This is an optimization exercise on Yosys and OpenROAD, whose aim is small area, a short achievable clock period and few clock cycles per item, not a production implementation. RTL that was checked went through simulation tests only; none was proved equivalent to the original.

// cordic
module cordic (
	input                clk, rst, en,
	output               done,
	input  signed [15:0] z,
	output signed [15:0] x, y
);
Size in the first run: ~1,000 cells after synthesis, roughly 52 I/O pins, about 6400 um2 of cells after synthesis.
clock: 6.0 ns
lec_check: 0
abc_area: 1
cap_margin: 20
core_margin: 2
core_utilization: 50
gpl_timing_driven: 1
setup_slack_margin: 2.8
slew_margin: 20
run.sh (not shown) runs the stock make flow with config.mk's settings and CLKGATE_MAP_FILE= SYNTH_SCRIPT=/design/flow/synth_recipe.tcl, a recipe that flattens the netlist after the stock synthesis.
The baseline completed with no timing, DRC or antenna violations.
Next try:
- CORE_UTILIZATION: 50 -> 65
- SETUP_SLACK_MARGIN: 2.8 -> 2.7
Effect: Setup slack gets worse by 47 ps. Register-to-register slack is about the same. Worst hold slack gains 6.6 ps. Count of clock-buffer cells in the layout stays the same. Routed wire length went down by a few percent. Clock skew goes up by 3.6 ps. Critical path depth decreases by 12. Design area goes down by a few percent.
No run of this note included a check of the RTL's function; only the layout flow was run.

Setup of build 72:
Another version of the RTL of cordic (not shown whole).
Size in the first run: roughly 980 cells after synthesis.
clock: 6.0 ns
lec_check: 0
abc_area: 1
cap_margin: 20
core_margin: 2
core_utilization: 60
gpl_timing_driven: 1
setup_slack_margin: 2.6
slew_margin: 20
## Diff of input files: build 17 against build 72
Settings: a change of SETUP_SLACK_MARGIN from 2.6 to 3.0.
Notes after the runs:
- Build 72 has lower final design instance area without fill than build 17.
- Summary — global routing usage on met3, build 17 relative to build 72: higher, by 0.25 points.
- Build 17 vs. build 72: met2 layer usage reported by global route increased by 0.92 points relative to the old numbers; time the worst path needs with I/O delays and setup decreased by 0.20 ns relative to the old numbers.
- Delta (build 17 minus build 72): upper clock frequency limit rose 6.8%; hold slack stayed essentially flat.
- When build 17 is measured against build 72, its slew of the pin with the lowest slew margin turns out 0.098 ns higher.
- Compared with build 72, in build 17 fraction of standard cell area in multi-input logic now sits at about the same level; part of the cycle the worst path needs now sits lower.
For build 37, these inputs were changed with respect to build 17:
Settings: swapping 3.0 for 2.8 in SETUP_SLACK_MARGIN.
Findings:
Fraction of area in clock buffers and inverters: build 37 higher than build 17. Build 37 has non-clock buffer instance count of the final layout below what build 17 had. Reported for build 37 and build 17, flip-flop and latch count turned out identical to the last digit. Global-route wire length before repair on build 37 is ahead of build 17. Cmp build 37 and build 17 / highest achievable clock rate / higher: build 17. Compared with build 17, build 37 shows detailed-route wire length that has gone down by a few percent. Looking at setup slack of the critical path after layout, build 37 sits 0.074 ns below build 17. Changes observed in build 37 relative to build 17: via count went down; met3 capacity usage during global routing lower.
No run of this note included a check of the RTL's function; only the layout flow was run.

The RTL this note starts from:
==> flow/design.v <==
module rom (
	input  [3:0]  addr,
	output [15:0] q
);
	assign q = (addr == 4'd0) ? 16'h3244 :
	           (addr == 4'd1) ? 16'h1dac :
	           (addr == 4'd2) ? 16'h0fae :
	           (addr == 4'd3) ? 16'h07f5 :
	           (addr == 4'd4) ? 16'h03ff :
	           (addr == 4'd15) ? 16'h0001 :
	           (16'h4000 >> addr);
endmodule
module cordic_core (
	input             clk, rst, en,
	input      [15:0] z,
	input      [15:0] q,
	output     [3:0]  addr,
	output reg        done,
	output     [15:0] x, y
);
	localparam [15:0] A0 = 16'h3244, X0 = 16'h26dd;
	reg               busy;
	reg        [3:0]  n;
	reg signed [15:0] xr, yr, zr;
	wire accept = en & ~busy;
	wire               dn = zr[15];
	wire signed [15:0] ysh = yr >>> n;
	wire signed [15:0] xsh = xr >>> n;
	wire        [15:0] oy = ysh ^ {16{~dn}};
	wire        [15:0] ox = xsh ^ {16{dn}};
	wire        [15:0] oz = q ^ {16{~dn}};
	wire        [16:0] sx = {xr, 1'b1} + {oy, ~dn};
	wire        [16:0] sy = {yr, 1'b1} + {ox, dn};
	wire        [16:0] sz = {zr, 1'b1} + {oz, ~dn};
	always @(posedge clk) begin
		if (accept) begin
			xr <= X0;
			yr <= z[15] ? -X0 : X0;
			zr <= z[15] ? z + A0 : z - A0;
			n  <= 4'd1;
		end else begin
			xr <= sx[16:1];
			yr <= sy[16:1];
			zr <= sz[16:1];
			n  <= n + 4'd1;
		end
	end
	always @(posedge clk, posedge rst) begin
		if (rst) begin
			busy <= 1'b0;
			done <= 1'b0;
		end else begin
			busy <= accept | (busy & (n != 4'd14));
			done <= busy & (n == 4'd14);
		end
	end
	assign addr = n;
	assign x = xr;
	assign y = yr;
endmodule
module cordic (
	input                clk, rst, en,
	output               done,
	input  signed [15:0] z,
	output signed [15:0] x, y
);
	wire [3:0]  rom_addr;
	wire [15:0] rom_data;
	cordic_core u_cordic_core (
		.clk(clk), .rst(rst), .en(en), .z(z),
		.addr(rom_addr), .q(rom_data),
		.done(done), .x(x), .y(y)
	);
	rom u_rom (.addr(rom_addr), .q(rom_data));
endmodule
clock: 6.0 ns
lec_check: 0
abc_area: 1
cap_margin: 20
core_margin: 2
core_utilization: 60
setup_slack_margin: 2.3
slew_margin: 20
Testbench counts at the start, summed over its fixed seeds: cycles 36,000, items 2,400.
Rerun with:
Settings changed: CORE_UTILIZATION 60 to 40, SETUP_SLACK_MARGIN 2.3 to default.
Result: The changed run completed with no timing, DRC or antenna violations. Die area climbs by 48%. Final area does not change. Sequential share of layout area went down by 0.11 points. Critical path depth is unchanged. Cell count goes up by 3.6%. Via count drops by 8.0%. Register-to-register slack got worse by 0.52 ns. Global-route usage shrinks by 11 points. Count of clock-buffer cells in the layout falls by 1. Non-clock buffer count falls by 10.
Rerun with:
Settings changed: CORE_UTILIZATION 40 to 70, GPL_TIMING_DRIVEN from default to 1, SETUP_SLACK_MARGIN from default to 2.5.
Core utilization climbs by 38 points.
Non-clock buffer count climbs by 25.

Starts from the design.v that is shown in full above.
export LEC_CHECK = 0
export ABC_AREA = 1
export CAP_MARGIN = 20
export CORE_MARGIN = 2
export CORE_UTILIZATION = 60
export GPL_TIMING_DRIVEN = 1
export SETUP_SLACK_MARGIN = 2.5
export SLEW_MARGIN = 20
create_clock -name core_clock -period 6.0 [get_ports {clk}]
Testbench counts at the start, summed over its fixed seeds: cycles 36,000, items 2,400.
Then changed:
--- a/flow/config.mk
+++ b/flow/config.mk
@@ -12,2 +12 @@
-export GPL_TIMING_DRIVEN = 1
-export SETUP_SLACK_MARGIN = 2.5
+export SETUP_SLACK_MARGIN = 2.0
After rerunning: The changed run ran to the end with no violations. Register-to-register slack is worse by 0.40 ns. Final area went down by 2.4%. Die area stays the same. Global-route usage went down by 0.17 points.

cordic, a different RTL version from the one above (not shown whole).
Size: ~950 cells after synthesis, ~52 I/O pins.
export LEC_CHECK = 0
export ABC_AREA = 1
export CAP_MARGIN = 20
export CORE_MARGIN = 2
export CORE_UTILIZATION = 60
export GPL_TIMING_DRIVEN = 1
export SETUP_SLACK_MARGIN = 2.8
export SLEW_MARGIN = 20
create_clock -name core_clock -period 6.0 [get_ports {clk}]
standard.sh (not shown) runs the stock make flow with config.mk's settings and CLKGATE_MAP_FILE= SYNTH_SCRIPT=/design/flow/synth_recipe.tcl, a recipe that flattens the netlist after the stock synthesis.
==> flow/flow/run.sh <==
#!/bin/bash
# The standard layout (the standard.sh, standard synthesis unchanged),
# with two changes to how the layout is made:
# - the port buffers that global placement inserts are the smallest buffer
#   cell instead of the resizer's default pick (every input and output port
#   still gets its own buffer);
# - clock tree synthesis clusters the clock sinks into larger groups, so the
#   small register count is reached through fewer clock buffers.
set -e
cp standard.sh standard.sh.log
export BUFFER_PORTS_ARGS="-buffer_cell sky130_fd_sc_hd__buf_1"
export CTS_ARGS="-sink_clustering_enable -repair_clock_nets -sink_clustering_size 64 -sink_clustering_max_diameter 500 -sink_clustering_levels 1 -buf_list sky130_fd_sc_hd__clkbuf_8"
bash standard.sh > standard.log 2>&1
Testbench counts at the start, summed over its fixed seeds: cycles 33,600, items 2,400.
Rerun with:
==> flow/run.sh (new file) <==
#!/bin/bash
# synth_recipe.tcl (not shown) runs the flow's synth.tcl, then flattens the netlist and writes it again
# the make line also repeats each setting of config.mk as NAME=value (left out here)
make -C /OpenROAD-flow-scripts/flow DESIGN_CONFIG=/design/flow/config.mk WORK_HOME=/design/flow/orfs CLKGATE_MAP_FILE= SYNTH_SCRIPT=/design/flow/synth_recipe.tcl finish
Settings changed: SETUP_SLACK_MARGIN 2.8 to 3.0.
removed: flow/flow/run.sh
removed: flow/standard.sh
=> The new run ran to the end with no violations. Wire length climbs by 9.3%. Clock-buffer cell count rose by 2.
Rerun with:
==> flow/flow/run.sh (new file) <==
#!/bin/bash
# The standard layout (the standard.sh, standard synthesis unchanged),
# with the port buffers that global placement inserts made of the smallest
# buffer cell instead of the resizer's default pick. Every input and output
# port still gets its own buffer.
set -e
cp standard.sh standard.sh.log
export BUFFER_PORTS_ARGS="-buffer_cell sky130_fd_sc_hd__buf_1"
bash standard.sh > standard.log 2>&1
==> flow/standard.sh (new file) <==
#!/bin/bash
# synth_recipe.tcl (not shown) runs the flow's synth.tcl, then flattens the netlist and writes it again
# the make line also repeats each setting of config.mk as NAME=value (left out here)
make -C /OpenROAD-flow-scripts/flow DESIGN_CONFIG=/design/flow/config.mk WORK_HOME=/design/flow/orfs CLKGATE_MAP_FILE= SYNTH_SCRIPT=/design/flow/synth_recipe.tcl "${@:-finish}"
Settings changed: PLACE_DENSITY from default to 0.85, SETUP_SLACK_MARGIN 3.0 to 2.9.
removed: flow/run.sh
Synthesized cell count does not change.
Core utilization shrinks by 7.1 points.
Via count fell by a few percent.
Worst hold slack hardly moves.
Sequential share of layout area is higher by 1.7 points.
Clock-buffer cell count shrinks by 2.

Setup of west:
cordic again, from the RTL that the note above started with.
clock: 6.0 ns
lec_check: 0
abc_area: 1
cap_margin: 20
core_margin: 2
core_utilization: 60
gpl_timing_driven: 1
setup_slack_margin: 2.7
slew_margin: 20
==> flow/flow/run.sh <==
#!/bin/bash
# The standard layout (the standard.sh, standard synthesis unchanged),
# with the port buffers that global placement inserts made of the smallest
# buffer cell instead of the resizer's default pick. Every input and output
# port still gets its own buffer.
set -e
cp standard.sh standard.sh.log
export BUFFER_PORTS_ARGS="-buffer_cell sky130_fd_sc_hd__buf_1"
bash standard.sh > standard.log 2>&1
Testbench counts of west, summed over its fixed seeds: cycles 33,600, items 2,400.
## Diff of input files: east against west
Settings: changing SETUP_SLACK_MARGIN from 2.7 to 2.8.
Notes after the runs:
Looking at final standard cell utilization of the core across east and west, the one that comes out lower is west. east vs west — maximum net fanout on the critical path dropped 7. The cell area in east sits about 2% above the value recorded for west. Post-route fraction of the period consumed by the critical path: east lower than west. east: register-to-register slack is 0.07 ns higher than what west reported. Relative to west, met2 wirelength from detailed routing has increased by 290 um in east. The setup slack of east is larger than that of west.

== v45 ==
Starting RTL as in the previous note.
==> flow/config.mk <==
export PLATFORM = sky130hd
export DESIGN_NAME = cordic
export DESIGN_NICKNAME = cordic
export VERILOG_FILES = /design/flow/design.v
export SDC_FILE = /design/flow/constraint.sdc
export NUM_CORES = 4
export LEC_CHECK = 0
export ABC_AREA = 1
export CAP_MARGIN = 0
export CORE_MARGIN = 2
export CORE_UTILIZATION = 60
export GPL_TIMING_DRIVEN = 1
export SETUP_SLACK_MARGIN = 2.8
export SLEW_MARGIN = 0
==> flow/constraint.sdc <==
create_clock -name core_clock -period 6.0 [get_ports {clk}]
set_input_delay 1.2000 -clock core_clock [delete_from_list [all_inputs] [get_ports {clk}]]
set_output_delay 1.2000 -clock core_clock [all_outputs]
set_load 0.01 [all_outputs]
run.sh (not shown) runs the stock make flow with config.mk's settings and CLKGATE_MAP_FILE= SYNTH_SCRIPT=/design/flow/synth_recipe.tcl, a recipe that flattens the netlist after the stock synthesis.
Stock flow here: none of the scripts above is used.
v45 closes out successfully: all stages finished, all timing, DRC and antenna checks passed.
Testbench counts of v45, summed over its fixed seeds: cycles 33,600, items 2,400.
[inputs] v27 vs v45
==> flow/flow/run.sh (new file) <==
#!/bin/bash
# The standard layout (the standard.sh, standard synthesis unchanged),
# with the port buffers that global placement inserts made of the smallest
# buffer cell instead of the resizer's default pick. Every input and output
# port still gets its own buffer.
set -e
cp standard.sh standard.sh.log
export BUFFER_PORTS_ARGS="-buffer_cell sky130_fd_sc_hd__buf_1"
bash standard.sh > standard.log 2>&1
==> flow/standard.sh (new file) <==
#!/bin/bash
# synth_recipe.tcl (not shown) runs the flow's synth.tcl, then flattens the netlist and writes it again
# the make line also repeats each setting of config.mk as NAME=value (left out here)
make -C /OpenROAD-flow-scripts/flow DESIGN_CONFIG=/design/flow/config.mk WORK_HOME=/design/flow/orfs CLKGATE_MAP_FILE= SYNTH_SCRIPT=/design/flow/synth_recipe.tcl "${@:-finish}"
diff --git a/flow/config.mk b/flow/config.mk
--- a/flow/config.mk
+++ b/flow/config.mk
@@ -9 +9 @@
-export CAP_MARGIN = 0
+export CAP_MARGIN = 20
@@ -11,0 +12 @@
+export GPL_ROUTABILITY_DRIVEN = 0
@@ -14 +15 @@
-export SLEW_MARGIN = 0
+export SLEW_MARGIN = 20
removed: flow/run.sh
### Flow results
- Comparing the two runs side by side, v27 comes out ahead of v45 on number of vias after detailed routing.
- Compared with v45, v27 shows a higher share of the cycle needed by the critical path after routing.
- Looking only at sequential share of layout area, and setting everything else aside, the higher value of v27 and v45 goes to v27.
- Minimum clock period after layout (higher): v27
--- input diff v27..v15 ---
==> flow/run.sh (new file) <==
#!/bin/bash
# synth_recipe.tcl (not shown) runs the flow's synth.tcl, then flattens the netlist and writes it again
# the make line also repeats each setting of config.mk as NAME=value (left out here)
make -C /OpenROAD-flow-scripts/flow DESIGN_CONFIG=/design/flow/config.mk WORK_HOME=/design/flow/orfs CLKGATE_MAP_FILE= SYNTH_SCRIPT=/design/flow/synth_recipe.tcl finish
diff --git a/flow/config.mk b/flow/config.mk
--- a/flow/config.mk
+++ b/flow/config.mk
@@ -12 +11,0 @@
-export GPL_ROUTABILITY_DRIVEN = 0
removed: flow/flow/run.sh
removed: flow/standard.sh
### Flow results
- Going from v27 to v15, non-clock buffer count grows by about 7%.
- Compared with v27, aggregate routed wire length in v15 increased by a few percent.
- In the flow results for v15 and v27, the clock tree buffer count of the final layout is larger on v15.
- Looking at slack of the worst reg-to-reg path across both flows, v15 is the stronger of the two, with v27 trailing.
- [compare] base=v27 new=v15: total vias in the final route rose about 2%, post-layout instance count excluding filler cells now larger.
- v27 has a lower least setup slack across all paths after layout than v15.
- The lower final area came out of v27.

Starting RTL as in the previous note.
==> flow/config.mk <==
export PLATFORM = sky130hd
export DESIGN_NAME = cordic
export DESIGN_NICKNAME = cordic
export VERILOG_FILES = /design/flow/design.v
export SDC_FILE = /design/flow/constraint.sdc
export NUM_CORES = 4
export LEC_CHECK = 0
export ABC_AREA = 1
export CAP_MARGIN = 20
export CORE_MARGIN = 2
export CORE_UTILIZATION = 60
export GPL_TIMING_DRIVEN = 1
export PLACE_DENSITY = 0.95
export SETUP_SLACK_MARGIN = 2.8
export SLEW_MARGIN = 20
==> flow/constraint.sdc <==
create_clock -name core_clock -period 6.0 [get_ports {clk}]
set_input_delay 1.2000 -clock core_clock [delete_from_list [all_inputs] [get_ports {clk}]]
set_output_delay 1.2000 -clock core_clock [all_outputs]
set_load 0.01 [all_outputs]
standard.sh (not shown) runs the stock make flow with config.mk's settings and CLKGATE_MAP_FILE= SYNTH_SCRIPT=/design/flow/synth_recipe.tcl, a recipe that flattens the netlist after the stock synthesis.
==> flow/flow/run.sh <==
#!/bin/bash
# The standard layout (the standard.sh, standard synthesis unchanged),
# with the port buffers that global placement inserts made of the smallest
# buffer cell instead of the resizer's default pick. Every input and output
# port still gets its own buffer.
set -e
cp standard.sh standard.sh.log
export BUFFER_PORTS_ARGS="-buffer_cell sky130_fd_sc_hd__buf_1"
bash standard.sh > standard.log 2>&1
Testbench counts at the start, summed over its fixed seeds: cycles 33,600, items 2,400.
==> next run, changes <==
==> flow/flow/run.sh (replaced) <==
#!/bin/bash
# The standard layout (the standard.sh, standard synthesis unchanged),
# with two changes to how the layout is made:
# - the port buffers that global placement inserts are the smallest buffer
#   cell instead of the resizer's default pick (every input and output port
#   still gets its own buffer);
# - clock tree synthesis clusters the clock sinks into larger groups, so the
#   small register count is reached through fewer clock buffers.
set -e
cp standard.sh standard.sh.log
export BUFFER_PORTS_ARGS="-buffer_cell sky130_fd_sc_hd__buf_1"
export CTS_ARGS="-repair_clock_nets -root_buf sky130_fd_sc_hd__clkbuf_16 -buf_list sky130_fd_sc_hd__clkbuf_16"
bash standard.sh > standard.log 2>&1
--- a/flow/config.mk
+++ b/flow/config.mk
@@ -12,3 +12,2 @@
 export GPL_TIMING_DRIVEN = 1
-export PLACE_DENSITY = 0.95
 export SETUP_SLACK_MARGIN = 2.8
Global-route usage went up by 2.5 points.
Setup slack gains 14 ps.
Non-clock buffer count rose by 16.
Synthesized area is unchanged.
Register-to-register slack is about the same.
Sequential cell count is unchanged.
Utilization increases by 2.7 points.
==> next run, changes <==
==> flow/flow/run.sh (replaced) <==
#!/bin/bash
# The standard layout (the standard.sh, standard synthesis unchanged),
# with the port buffers that global placement inserts made of the smallest
# buffer cell instead of the resizer's default pick. Every input and output
# port still gets its own buffer.
set -e
cp standard.sh standard.sh.log
export BUFFER_PORTS_ARGS="-buffer_cell sky130_fd_sc_hd__buf_1"
bash standard.sh > standard.log 2>&1
--- a/flow/config.mk
+++ b/flow/config.mk
@@ -12,2 +12,3 @@
 export GPL_TIMING_DRIVEN = 1
+export PLACE_DENSITY = 0.85
 export SETUP_SLACK_MARGIN = 2.8
After rerunning: Global-route usage goes down by 2.5 points; wire length goes down by 8.9%; maximum frequency stays flat; design area goes down by 3.8%; area after synthesis does not change; die area stays the same; clock-buffer cell count goes up by 2; non-clock buffer count goes down by 15; hold slack hardly moves.

## what the ideal ports hide
How much do the figures lean on ideal ports? The routed layouts below were timed once more, with nothing changed but the port constraints.
Step 1: set_driving_cell puts a clkbuf_16 on clk and a buf_2 on each other input, an assumption about the parent block.
Step 2 adds t to the input delays and takes it off the output delays; t is the mean of the earliest and latest rising clock arrival at the registers after step 1. Input paths then give back, and output paths get back, about the clock's delay inside the block.
Slacks: no drivers / after step 1 / after step 2; pairs: no drivers / after step 1.
run | t (ns) | setup slack, ns | worst hold slack (ns) | worst register clock-pin slew, ns | worst data-port slew with drivers (ns)
the first run of note 1 | 0.385 | 2.873 / 2.873 / 2.661 | 0.459 / 0.459 / 0.459 | 0.05 / 0.05 | 0.04
the second run of note 1 | 0.386 | 2.826 / 2.841 / 2.455 | 0.465 / 0.465 / 0.465 | 0.08 / 0.08 | 0.04
build 72 | 0.384 | 2.791 / 2.796 / 2.419 | 0.479 / 0.479 / 0.479 | 0.08 / 0.08 | 0.03
build 17 | 0.388 | 2.995 / 2.995 / 2.733 | 0.481 / 0.481 / 0.481 | 0.08 / 0.08 | 0.03
build 37 | 0.383 | 2.921 / 2.921 / 2.621 | 0.478 / 0.478 / 0.478 | 0.08 / 0.08 | 0.03
the first run of note 3 | 0.360 | 2.515 / 2.515 / 2.438 | 0.536 / 0.536 / 0.536 | 0.11 / 0.11 | 0.04
the second run of note 3 | 0.346 | 1.999 / 1.999 / 1.999 | 0.503 / 0.503 / 0.503 | 0.07 / 0.07 | 0.03
the third run of note 3 | 0.361 | 2.411 / 2.411 / 2.280 | 0.583 / 0.583 / 0.583 | 0.12 / 0.12 | 0.03
the first run of note 4 | 0.361 | 2.578 / 2.578 / 2.334 | 0.534 / 0.534 / 0.534 | 0.11 / 0.11 | 0.04
the second run of note 4 | 0.357 | 2.176 / 2.176 / 1.971 | 0.539 / 0.539 / 0.539 | 0.11 / 0.11 | 0.04
the first run of note 5 | 0.397 | 2.937 / 2.937 / 2.632 | 0.466 / 0.466 / 0.466 | 0.08 / 0.08 | 0.03
the second run of note 5 | 0.403 | 2.861 / 2.861 / 2.740 | 0.466 / 0.466 / 0.466 | 0.07 / 0.07 | 0.03
the third run of note 5 | 0.398 | 3.028 / 3.028 / 2.908 | 0.463 / 0.463 / 0.463 | 0.08 / 0.08 | 0.03
west | 0.394 | 2.868 / 2.868 / 2.635 | 0.467 / 0.467 / 0.467 | 0.08 / 0.08 | 0.03
east | 0.397 | 2.937 / 2.937 / 2.632 | 0.466 / 0.466 / 0.466 | 0.08 / 0.08 | 0.03
v45 | 0.401 | 2.932 / 2.932 / 2.601 | 0.467 / 0.467 / 0.467 | 0.07 / 0.07 | 0.03
v27 | 0.398 | 2.916 / 2.916 / 2.714 | 0.471 / 0.471 / 0.471 | 0.08 / 0.08 | 0.03
v15 | 0.401 | 2.932 / 2.932 / 2.601 | 0.467 / 0.467 / 0.467 | 0.07 / 0.07 | 0.03
the first run of note 8 | 0.397 | 2.931 / 2.931 / 2.757 | 0.471 / 0.471 / 0.471 | 0.08 / 0.08 | 0.03
the second run of note 8 | 0.383 | 2.946 / 2.946 / 2.781 | 0.462 / 0.462 / 0.462 | 0.06 / 0.06 | 0.03
the third run of note 8 | 0.394 | 2.945 / 2.945 / 2.882 | 0.462 / 0.462 / 0.462 | 0.08 / 0.08 | 0.03
After both steps every run listed still meets setup and hold. For build 72, which loses most, drivers alone change the setup slack by +0.005 ns; drivers and shift together by -0.372 ns.
